Background: an optimization exercise with open tools, aiming at small area. Do not read the settings as production practice.
Function was checked by simulation only, so behaviour that the tests miss may differ from the original.
Power and IR drop assume default switching activity.

==> flow/design.v <==
package ntt_defines_pkg;
parameter NTT_REG_SIZE = 23;  
localparam ct =3'd0,
           gs =3'd1,
           pwm=3'd2,
           pwa=3'd3,
           pws=3'd4;
typedef logic [2:0] mode_t;
typedef struct packed {
    logic [NTT_REG_SIZE-1:0] u00_i;
    logic [NTT_REG_SIZE-1:0] u01_i;
    logic [NTT_REG_SIZE-1:0] v00_i;
    logic [NTT_REG_SIZE-1:0] v01_i;
    logic [NTT_REG_SIZE-1:0] w00_i;
    logic [NTT_REG_SIZE-1:0] w01_i;
    logic [NTT_REG_SIZE-1:0] w10_i;
    logic [NTT_REG_SIZE-1:0] w11_i;
} bf_uvwi_t;
typedef struct packed {
    logic [NTT_REG_SIZE-1:0] u20_o;
    logic [NTT_REG_SIZE-1:0] u21_o;
    logic [NTT_REG_SIZE-1:0] v20_o;
    logic [NTT_REG_SIZE-1:0] v21_o;
} bf_uvo_t;
typedef struct packed {
    logic [13:0] src_base_addr;
    logic [13:0] interim_base_addr;
    logic [13:0] dest_base_addr;
} ntt_mem_addr_t;
typedef struct packed {
    logic [13:0] pw_base_addr_a;
    logic [13:0] pw_base_addr_b;
    logic [13:0] pw_base_addr_c;
} pwo_mem_addr_t;
typedef struct packed {
    logic [NTT_REG_SIZE-1:0] u0_i;
    logic [NTT_REG_SIZE-1:0] u1_i;
    logic [NTT_REG_SIZE-1:0] u2_i;
    logic [NTT_REG_SIZE-1:0] u3_i;
    logic [NTT_REG_SIZE-1:0] v0_i;
    logic [NTT_REG_SIZE-1:0] v1_i;
    logic [NTT_REG_SIZE-1:0] v2_i;
    logic [NTT_REG_SIZE-1:0] v3_i;
    logic [NTT_REG_SIZE-1:0] w0_i;
    logic [NTT_REG_SIZE-1:0] w1_i;
    logic [NTT_REG_SIZE-1:0] w2_i;
    logic [NTT_REG_SIZE-1:0] w3_i;
} pwo_uvwi_t;
typedef struct packed {
    logic [NTT_REG_SIZE-1:0] uv0;
    logic [NTT_REG_SIZE-1:0] uv1;
    logic [NTT_REG_SIZE-1:0] uv2;
    logic [NTT_REG_SIZE-1:0] uv3;
} pwo_t;
typedef enum logic [2:0] {RD_IDLE, RD_STAGE, RD_BUF, RD_EXEC, EXEC_WAIT} ntt_read_state_t;
typedef enum logic [2:0] {WR_IDLE, WR_STAGE, WR_BUF, WR_MEM, WR_WAIT} ntt_write_state_t;
endpackage
import ntt_defines_pkg::*;
module ntt_butterfly
#(
    parameter REG_SIZE  = 23,
    parameter MLDSA_Q   = 23'd8380417
)
(
    input wire clk,
    input wire sa_uv, sa_u4, sa_w4, sb_p4,
    input wire sm_vw, sm_gs, sm_uv,
    input wire ou_ar, ou_d4, ou_p4, ou_umv,
    input wire ov_sr, ov_p4,
    input wire pw_en,
    input wire   [REG_SIZE-1:0] opu_i,
    input wire   [REG_SIZE-1:0] opv_i,
    input wire   [REG_SIZE-1:0] opw_i,
    output logic [REG_SIZE-1:0] u_o,
    output logic [REG_SIZE-1:0] v_o,
    output logic [REG_SIZE-1:0] pwm_res_o
);
    localparam [23:0] Q24 = {1'b0, MLDSA_Q};
    localparam [22:0] QH  = (MLDSA_Q + 1) / 2;
    function automatic [22:0] fadd_corr(input [23:0] s);    
        fadd_corr = (s >= Q24) ? 23'(s - Q24) : s[22:0];
    endfunction
    function automatic [22:0] fsub_corr(input [23:0] d);    
        fsub_corr = d[23] ? 23'(d[22:0] + MLDSA_Q) : d[22:0];
    endfunction
    function automatic [22:0] fdiv2(input [22:0] x);
        fdiv2 = x[0] ? 23'({1'b0, x[22:1]} + QH) : {1'b0, x[22:1]};
    endfunction
    logic [22:0] u1, u2, u3, u4, w1, w2, w3, w4;
    logic [22:0] d1, d2, d3, d4;
    logic [23:0] umv_r, ar_r, sr_r;
    logic [22:0] umv, ar, sr, p4;
    logic [22:0] add_a, add_b, mul_a, mul_b;
    assign add_a = ({23{sa_uv}} & opu_i) | ({23{sa_u4}} & u4) | ({23{sa_w4}} & w4);
    assign add_b = ({23{sa_uv}} & opv_i) | ({23{sb_p4}} & p4);
    assign mul_a = ({23{sm_vw}} & opv_i) | ({23{sm_gs}} & fdiv2(umv)) | ({23{sm_uv}} & opu_i);
    assign mul_b = ({23{sm_vw}} & opw_i) | ({23{sm_gs}} & w1) | ({23{sm_uv}} & opv_i);
    always_ff @(posedge clk) begin
        u1 <= opu_i; u2 <= u1; u3 <= u2; u4 <= u3;
        w1 <= opw_i; w2 <= w1; w3 <= w2; w4 <= w3;
        umv_r <= {1'b0, opu_i} - {1'b0, opv_i};
        ar_r  <= {1'b0, add_a} + {1'b0, add_b};
        sr_r  <= {1'b0, u4} - {1'b0, p4};
        d1 <= ar; d2 <= d1; d3 <= d2; d4 <= d3;
    end
    assign umv = fsub_corr(umv_r);
    assign ar  = fadd_corr(ar_r);
    assign sr  = fsub_corr(sr_r);
    logic [45:0] zf;
    logic [22:0] e_r;
    logic [23:0] g_r;
    logic [23:0] res_r;
    logic [11:0] c;
    logic [10:0] d;
    logic [13:0] f;
    always_comb begin
        c = zf[45:43] + zf[42:33] + zf[32:23] + zf[22:13];
        d = c[11:10] + c[9:0];
        f = zf[45:43] + zf[45:33] + c[11:10];
    end
    always_ff @(posedge clk) begin
        zf    <= mul_a * mul_b;
        e_r   <= 23'(f + zf[45:23]);           
        g_r   <= {d, zf[12:0]};
        res_r <= {1'b0, fadd_corr(g_r)} - {1'b0, e_r};
        p4    <= fsub_corr(res_r);
    end
    assign u_o = ({23{ou_ar}} & ar) | ({23{ou_d4}} & fdiv2(d4)) | ({23{ou_p4}} & p4) | ({23{ou_umv}} & umv);
    assign v_o = ({23{ov_sr}} & sr) | ({23{ov_p4}} & p4);
    assign pwm_res_o = {23{pw_en}} & u_o;
endmodule
import ntt_defines_pkg::*;
module ntt_butterfly2x2
#(
    parameter REG_SIZE = 23,
    parameter MLDSA_Q = 23'd8380417,
    parameter MLDSA_Q_DIV2_ODD = (MLDSA_Q + 1) / 2,
    parameter BF_LATENCY = 10,
    parameter PWM_LATENCY = 5,
    parameter PWA_LATENCY = 1,
    parameter PWS_LATENCY = 1,
    parameter BF_STAGE1_LATENCY = BF_LATENCY/2
)
(
    input wire clk,
    input wire reset_n,
    input wire zeroize,
    input ntt_defines_pkg::mode_t mode,
    input wire enable,
    input ntt_defines_pkg::bf_uvwi_t uvw_i,
    input ntt_defines_pkg::pwo_uvwi_t pw_uvw_i,
    input wire accumulate,
    output ntt_defines_pkg::bf_uvo_t uv_o,
    output ntt_defines_pkg::pwo_t pwo_uv_o,
    output logic ready_o
);
    logic [5:1] zf;
    always_ff @(posedge clk or negedge reset_n) begin
        if (!reset_n) zf <= 5'h1f;
        else          zf <= {zf[4:1] | {4{zeroize}}, zeroize};
    end
    logic m_ct, m_gs, m_pwm, m_pwa, m_pws, pwo_mode;
    assign m_ct  = (mode == ct);
    assign m_gs  = (mode == gs);
    assign m_pwm = (mode == pwm);
    assign m_pwa = (mode == pwa);
    assign m_pws = (mode == pws);
    assign pwo_mode = m_pwm | m_pwa | m_pws;
    logic sa_uv, sa_u4, sa_w4, sb_p4, sm_vw, sm_gs, sm_uv;
    logic ou_ar, ou_d4, ou_p4, ou_umv, ov_sr, ov_p4;
    assign sa_uv  = m_gs | m_pwa;
    assign sa_u4  = m_ct & ~zf[4];
    assign sa_w4  = m_pwm & ~zf[4];
    assign sb_p4  = (m_ct | m_pwm) & ~zf[4];
    assign sm_vw  = m_ct;
    assign sm_gs  = m_gs & ~zf[1];
    assign sm_uv  = m_pwm;
    assign ou_ar  = (m_ct | m_pwa | (m_pwm & accumulate)) & ~zf[1];
    assign ou_d4  = m_gs & ~zf[5];
    assign ou_p4  = m_pwm & ~accumulate & ~zf[4];
    assign ou_umv = m_pws & ~zf[1];
    assign ov_sr  = m_ct & ~zf[5];
    assign ov_p4  = m_gs & ~zf[4];
    logic [BF_STAGE1_LATENCY-1:0][REG_SIZE-1:0] w10_reg, w11_reg;
    always_ff @(posedge clk) begin
        w10_reg <= {uvw_i.w10_i, w10_reg[BF_STAGE1_LATENCY-1:1]};
        w11_reg <= {uvw_i.w11_i, w11_reg[BF_STAGE1_LATENCY-1:1]};
    end
    logic [REG_SIZE-1:0] u00, u01, v00, v01, w00, w01;
    logic [REG_SIZE-1:0] u10, u11, v10, v11, w10, w11;
    logic [REG_SIZE-1:0] u10_int, u11_int, v10_int, v11_int;
    logic [REG_SIZE-1:0] pw00, pw01;
    logic w2_sel;
    assign w2_sel = ~pwo_mode & ~zf[5];
    assign u00 = pwo_mode ? pw_uvw_i.u0_i : uvw_i.u00_i;
    assign v00 = pwo_mode ? pw_uvw_i.v0_i : uvw_i.v00_i;
    assign w00 = pwo_mode ? pw_uvw_i.w0_i : uvw_i.w00_i;
    assign u01 = pwo_mode ? pw_uvw_i.u1_i : uvw_i.u01_i;
    assign v01 = pwo_mode ? pw_uvw_i.v1_i : uvw_i.v01_i;
    assign w01 = pwo_mode ? pw_uvw_i.w1_i : uvw_i.w01_i;
    assign u10 = pwo_mode ? pw_uvw_i.u2_i : u10_int;
    assign v10 = pwo_mode ? pw_uvw_i.v2_i : v10_int;
    assign w10 = (pwo_mode ? pw_uvw_i.w2_i : '0) | (w2_sel ? w10_reg[0] : '0);
    assign u11 = pwo_mode ? pw_uvw_i.u3_i : u11_int;
    assign v11 = pwo_mode ? pw_uvw_i.v3_i : v11_int;
    assign w11 = (pwo_mode ? pw_uvw_i.w3_i : '0) | (w2_sel ? w11_reg[0] : '0);
    ntt_butterfly #(.REG_SIZE(REG_SIZE), .MLDSA_Q(MLDSA_Q)) bf_inst00 (.clk(clk), .sa_uv(sa_uv), .sa_u4(sa_u4), .sa_w4(sa_w4), .sb_p4(sb_p4), 
        .sm_vw(sm_vw), .sm_gs(sm_gs), .sm_uv(sm_uv), .ou_ar(ou_ar), .ou_d4(ou_d4), 
        .ou_p4(ou_p4), .ou_umv(ou_umv), .ov_sr(ov_sr), .ov_p4(ov_p4), .pw_en(pwo_mode),
        .opu_i(u00), .opv_i(v00), .opw_i(w00),
        .u_o(u10_int), .v_o(u11_int), .pwm_res_o(pwo_uv_o.uv0));
    ntt_butterfly #(.REG_SIZE(REG_SIZE), .MLDSA_Q(MLDSA_Q)) bf_inst01 (.clk(clk), .sa_uv(sa_uv), .sa_u4(sa_u4), .sa_w4(sa_w4), .sb_p4(sb_p4), 
        .sm_vw(sm_vw), .sm_gs(sm_gs), .sm_uv(sm_uv), .ou_ar(ou_ar), .ou_d4(ou_d4), 
        .ou_p4(ou_p4), .ou_umv(ou_umv), .ov_sr(ov_sr), .ov_p4(ov_p4), .pw_en(pwo_mode),
        .opu_i(u01), .opv_i(v01), .opw_i(w01),
        .u_o(v10_int), .v_o(v11_int), .pwm_res_o(pwo_uv_o.uv1));
    ntt_butterfly #(.REG_SIZE(REG_SIZE), .MLDSA_Q(MLDSA_Q)) bf_inst10 (.clk(clk), .sa_uv(sa_uv), .sa_u4(sa_u4), .sa_w4(sa_w4), .sb_p4(sb_p4), 
        .sm_vw(sm_vw), .sm_gs(sm_gs), .sm_uv(sm_uv), .ou_ar(ou_ar), .ou_d4(ou_d4), 
        .ou_p4(ou_p4), .ou_umv(ou_umv), .ov_sr(ov_sr), .ov_p4(ov_p4), .pw_en(pwo_mode),
        .opu_i(u10), .opv_i(v10), .opw_i(w10),
        .u_o(uv_o.u20_o), .v_o(uv_o.v20_o), .pwm_res_o(pwo_uv_o.uv2));
    ntt_butterfly #(.REG_SIZE(REG_SIZE), .MLDSA_Q(MLDSA_Q)) bf_inst11 (.clk(clk), .sa_uv(sa_uv), .sa_u4(sa_u4), .sa_w4(sa_w4), .sb_p4(sb_p4), 
        .sm_vw(sm_vw), .sm_gs(sm_gs), .sm_uv(sm_uv), .ou_ar(ou_ar), .ou_d4(ou_d4), 
        .ou_p4(ou_p4), .ou_umv(ou_umv), .ov_sr(ov_sr), .ov_p4(ov_p4), .pw_en(pwo_mode),
        .opu_i(u11), .opv_i(v11), .opw_i(w11),
        .u_o(uv_o.u21_o), .v_o(uv_o.v21_o), .pwm_res_o(pwo_uv_o.uv3));
    logic [BF_LATENCY-1:0] ready_reg;
    always_ff @(posedge clk or negedge reset_n) begin
        if (!reset_n)
            ready_reg <= 'b0;
        else if (zeroize)
            ready_reg <= 'b0;
        else begin
            unique case(mode)
                ct:  ready_reg <= {enable, ready_reg[BF_LATENCY-1:1]};
                gs:  ready_reg <= {enable, ready_reg[BF_LATENCY-1:1]};
                pwm: ready_reg <= accumulate ? {5'h0, enable, ready_reg[PWM_LATENCY-1:1]} : {6'h0, enable, ready_reg[PWM_LATENCY-2:1]};
                pwa: ready_reg <= {9'h0, enable};
                pws: ready_reg <= {9'h0, enable};
                default: ready_reg <= 'h0;
            endcase
        end
    end
    assign ready_o = ready_reg[0];
endmodule
module ntt_bf2x2_top (
    input  wire         clk,
    input  wire         reset_n,
    input  wire         zeroize,
    input  wire [2:0]   mode,
    input  wire         enable,
    input  wire [183:0] uvw_i,
    input  wire [275:0] pw_uvw_i,
    input  wire         accumulate,
    output wire [91:0]  uv_o,
    output wire [91:0]  pwo_uv_o,
    output wire         ready_o
);
    ntt_butterfly2x2 #(
        .REG_SIZE(23),
        .MLDSA_Q(23'd8380417)
    ) u_bf2x2 (
        .clk(clk),
        .reset_n(reset_n),
        .zeroize(zeroize),
        .mode(mode),
        .enable(enable),
        .uvw_i(uvw_i),
        .pw_uvw_i(pw_uvw_i),
        .accumulate(accumulate),
        .uv_o(uv_o),
        .pwo_uv_o(pwo_uv_o),
        .ready_o(ready_o)
    );
endmodule
==> flow/run.sh <==
#!/bin/bash
# synth_recipe.tcl (not shown) runs the flow's synth.tcl, then flattens the netlist and writes it again
# the make line also repeats each setting of config.mk as NAME=value (left out here)
make -C /OpenROAD-flow-scripts/flow DESIGN_CONFIG=/design/flow/config.mk WORK_HOME=/design/flow/orfs CLKGATE_MAP_FILE= SYNTH_SCRIPT=/design/flow/synth_recipe.tcl finish
==> flow/config.mk <==
export PLATFORM = sky130hd
export DESIGN_NAME = ntt_bf2x2_top
export DESIGN_NICKNAME = ntt_bf2x2_top
export VERILOG_FILES = /design/flow/design.v
export SDC_FILE = /design/flow/constraint.sdc
export NUM_CORES = 4
export LEC_CHECK = 0
export CAP_MARGIN = 30
export CORE_MARGIN = 2
export CORE_UTILIZATION = 35
export PLACE_DENSITY = 0.5
export SLEW_MARGIN = 30
==> flow/constraint.sdc <==
create_clock -name core_clock -period 11.0 [get_ports {clk}]
set_input_delay 2.2000 -clock core_clock [delete_from_list [all_inputs] [get_ports {clk}]]
set_output_delay 2.2000 -clock core_clock [all_outputs]
set_load 0.01 [all_outputs]
==> reports/metrics.yaml <==
maxCapViolations: 0
dr_total_vias: 130000
clock_skew_ps: 83.8
crit_top_cell: "fa_1"
grt_max_degree: 113
grt_pass1_wl_um: 907000
syn_avg_cell_area_um2: 9.17
drt_wl_total_um: 633000
track_usage_pct: 26.5
hold_violations: 0
place_area_mm2: 0.189
internal-power_mw: 19.7
worst_slack_ps: 400
initial_core_util_pct: 35.1
synthesis.nets: 21300
async_flop_share_pct: 0.683
path_clk_slew_ps: 70
drt-pass1-iter-count: 9
cp-start-kind: "primary input"
p_comb_share_pct: 38.0
critPathMaxStageDelay_ps: 580
endpoint_kind: "flop"
yosysUniqueCellTypes: 111
io_pins: 653
ant_nets: 0
synth_cells: 17700
p_leak_nw: 91.6
die_h_um: 685
ys_ff_latch: 2197
ir_drop_uv: 132
fin_area_mm2: 0.197
p_sw_mw: 12.7
seq_power_share_pct: 34.8
routabilityCongestion: 1.03
netlist_area_mm2: 0.162
yosysWarnings: 2
synth_ff_type: "dfxtp_1"
status: "finished clean"
cts_max_path_buffers: 4
synth_top_area_cell: "dfxtp_1"
postCtsSetupRepairBufs: 0
fin_nets: 23200
cts.sinks: 2197
finalCritPeriodShare_pct: 96.4
dp_hpwl_um: 543000
synth_top_cells_by_area: "dfxtp_1 27%, fa_1 23%, ha_1 10%, inv_1 5.9%, nand2_1 5.6%"
antenna_found_initial: 61
arrival_ps: 11500
setup_violations: 0
critical_path_class: "in -> reg"
port_buffers: 652
htreeDepth: 4
die_area_mm2: 0.469
drive_above_1_share_pct: 11.5
multi_input_area_mm2: 0.107
core.rowCount: 250
pre_cts_ws_ps: -573
hold_slack_ps: 278
timing.fmax_mhz: 94.3
n_fill_cell: 46100
yosysSeqAreaShare_pct: 27.1
slew_headroom_pct: 25.8
final-seq-area_mm2: 0.0441
cts_tree: "done"
core_area_mm2: 0.463
p_clk_share_pct: 27.2
gr-total-overflow: 0
drv_slew: 0
die_w_um: 685
cp_max_fo: 13
synth.top_cell.area_share_pct: 26.9
fin_crit_ps: 10600
synth-edff-count: 0
crit_slowest_cell: "fa_1"
power.total_mw: 32.4
fin_tns_setup_ps: 0
wl_per_cell_um: 24.4
drc_errors: 0
cts_made_buffers: 243
insertion_delay_ps: 1010
rsz0062_at_grt: "false"
drt_iter0_drc: 9370
root_buffer: "clkbuf_16"
tightestPinTransition_ps: 1110
area_growth_pct: 21.6
p_per_area_mw_per_mm2: 164
grt_pass1_vias: 130000
holdCritPathClass: "reg -> reg"
avgViaCountPerCell: 5.00
switching_share_pct: 39.2
required_ps: 11900
==> logic make-up after synthesis <==
family | count (synthesis) | synth area share, %
adders and majority gates | 3164 | 32.9
xor gates and xnor gates | 1167 | 6.30
buffers and inverters | 3209 | 7.51
AOI/OAI and AO/OA | 2604 | 10.4
and+or+nand+nor | 5132 | 14.3
muxes | 235 | 1.46
DFF | 2197 | 27.1
==> final timing paths <==
kind                       slack, ps                               end  cells past startpoint                                from
setup reg to reg                 610  u_bf2x2.bf_inst01.zf[44]$_DFF_P_                     31  u_bf2x2.bf_inst01.umv_r[0]$_DFF_P_
hold / removal                   280  u_bf2x2.bf_inst01.d4[16]$_DFF_P_                      0    u_bf2x2.bf_inst01.d3[16]$_DFF_P_
max in group asynchronous       8900    u_bf2x2.ready_reg[3]$_DFF_PN0_                      1                             reset_n
min in group asynchronous       1630    u_bf2x2.ready_reg[0]$_DFF_PN0_                      1                             reset_n
hold reg to reg                  280  u_bf2x2.bf_inst01.d4[16]$_DFF_P_                      0    u_bf2x2.bf_inst01.d3[16]$_DFF_P_
setup / recovery                 400  u_bf2x2.bf_inst10.zf[44]$_DFF_P_                     34                          accumulate
==> per-layer routing <==
metal  GRT usage [%]  vias up  share of wire, %  wire [µm]
li1                -    60800                 -          -
met1            34.1    64100                42     267000
met2            43.3     3937                46     288000
met3            3.59      935               5.6      35400
met4            14.5        8               6.7      42200
met5               0        -            0.0071         45
==> critical path, delay by kind of cell <==
| kind | cells | cell delay (ps) |
|---|---|---|
| AOI/OAI and AO/OA | 11 | 2890 |
| buffers and inverters | 8 | 1350 |
| xor gates and xnor gates | 1 | 160 |
| adders and majority gates | 8 | 3910 |
| and+or+nand+nor | 6 | 980 |
==> layout by cell type, fill, tap and decap left out, types with 222 or more instances in the layout <==
master | Yosys | routed
a21oi_1 | 717 | 698
and2_1 | 387 | 385
ha_1 | 1320 | 1320
mux2i_1 | 225 | 222
nand2_1 | 2411 | 2406
o21ai_0 | 549 | 461
dfxtp_1 | 2182 | 2182
nor3_1 | 236 | 232
xnor2_1 | 738 | 738
clkbuf_16 | 0 | 245
xor2_1 | 428 | 428
buf_4 | 7 | 1455
nor2_1 | 1060 | 1057
clkdlybuf4s50_1 | 0 | 650
inv_1 | 2543 | 2542
fa_1 | 1844 | 1844
==> cell type report <==
type                    instances  area share, %
inverters                    2543           4.83
clock inverters               125          0.930
well taps                    6174           3.91
repair buffers               2272           10.5
clock buffers                 323           3.45
multi-input cells           12300           54.0
flip-flops and latches       2197           22.3
diodes                         41         0.0520
==> synth_stat cells (121+ instances only) <==
cell type and count:
inv_1 2543, xor2_1 428, a21o_1 221, o21ai_0 549, dfxtp_1 2182, a21oi_1 717, nand4_1 121, clkbuf_1 528
nand3_1 204, nand2_1 2411, nor2b_1 121, nor2_1 1060, mux2i_1 225, ha_1 1320, o22ai_1 163, nand2b_1 126
fa_1 1844, and2_1 387, nor3_1 236, xnor2_1 738
==> stage by stage <==
stage,util (%),instances
2_1_floorplan,-,17700
3_3_place_gp,40.8,25500
3_5_place_dp,40.8,25500
4_1_cts,42.6,25900
5_1_grt,42.6,25900
6_report,42.7,26000
==> what timing repair did <==
| action | CTS | global route |
|---|---|---|
| endpoints found under the setup margin | 0 | 5 |
| hold buffers | 0 | 0 |
| resized for setup | 0 | 2 |
==> power groups by stage <==
stage | clock network (mW) | logic, mW | registers, mW
finish | 8.83 | 12.3 | 11.3
global route | 9.33 | 13.5 | 11.4
CTS | 9.01 | 12.3 | 11.3
detailed placement | 0 | 12.2 | 11.4
global placement | 0 | 12.2 | 11.4
floorplan | 0 | 7.50 | 10.5

-- separate check: timing with driven ports --
The flow's constraints put no driver on any port. The routed layout listed below was extracted and timed again, unchanged, in two steps.
Step 1 assumes that a clkbuf_16 drives the clock port and a buf_2 every other input.
Step 2 adds t to the input delays and takes it off the output delays; t is the mean of the earliest and latest rising clock arrival at the registers after step 1. Input paths then give back, and output paths get back, about the clock's delay inside the block.
Slacks: ideal ports / drivers / drivers and shift; pairs: ideal ports / drivers.
t, ns: 1.089
setup WS [ns]: 0.400 / 0.495 / -0.595
worst setup path at the end: input to register
worst slew at a driven data input, ns: 0.30
Met with ideal ports but missed after step 2: setup timing in this run. For this run, drivers alone change the setup slack by +0.095 ns; drivers and shift together by -0.995 ns.
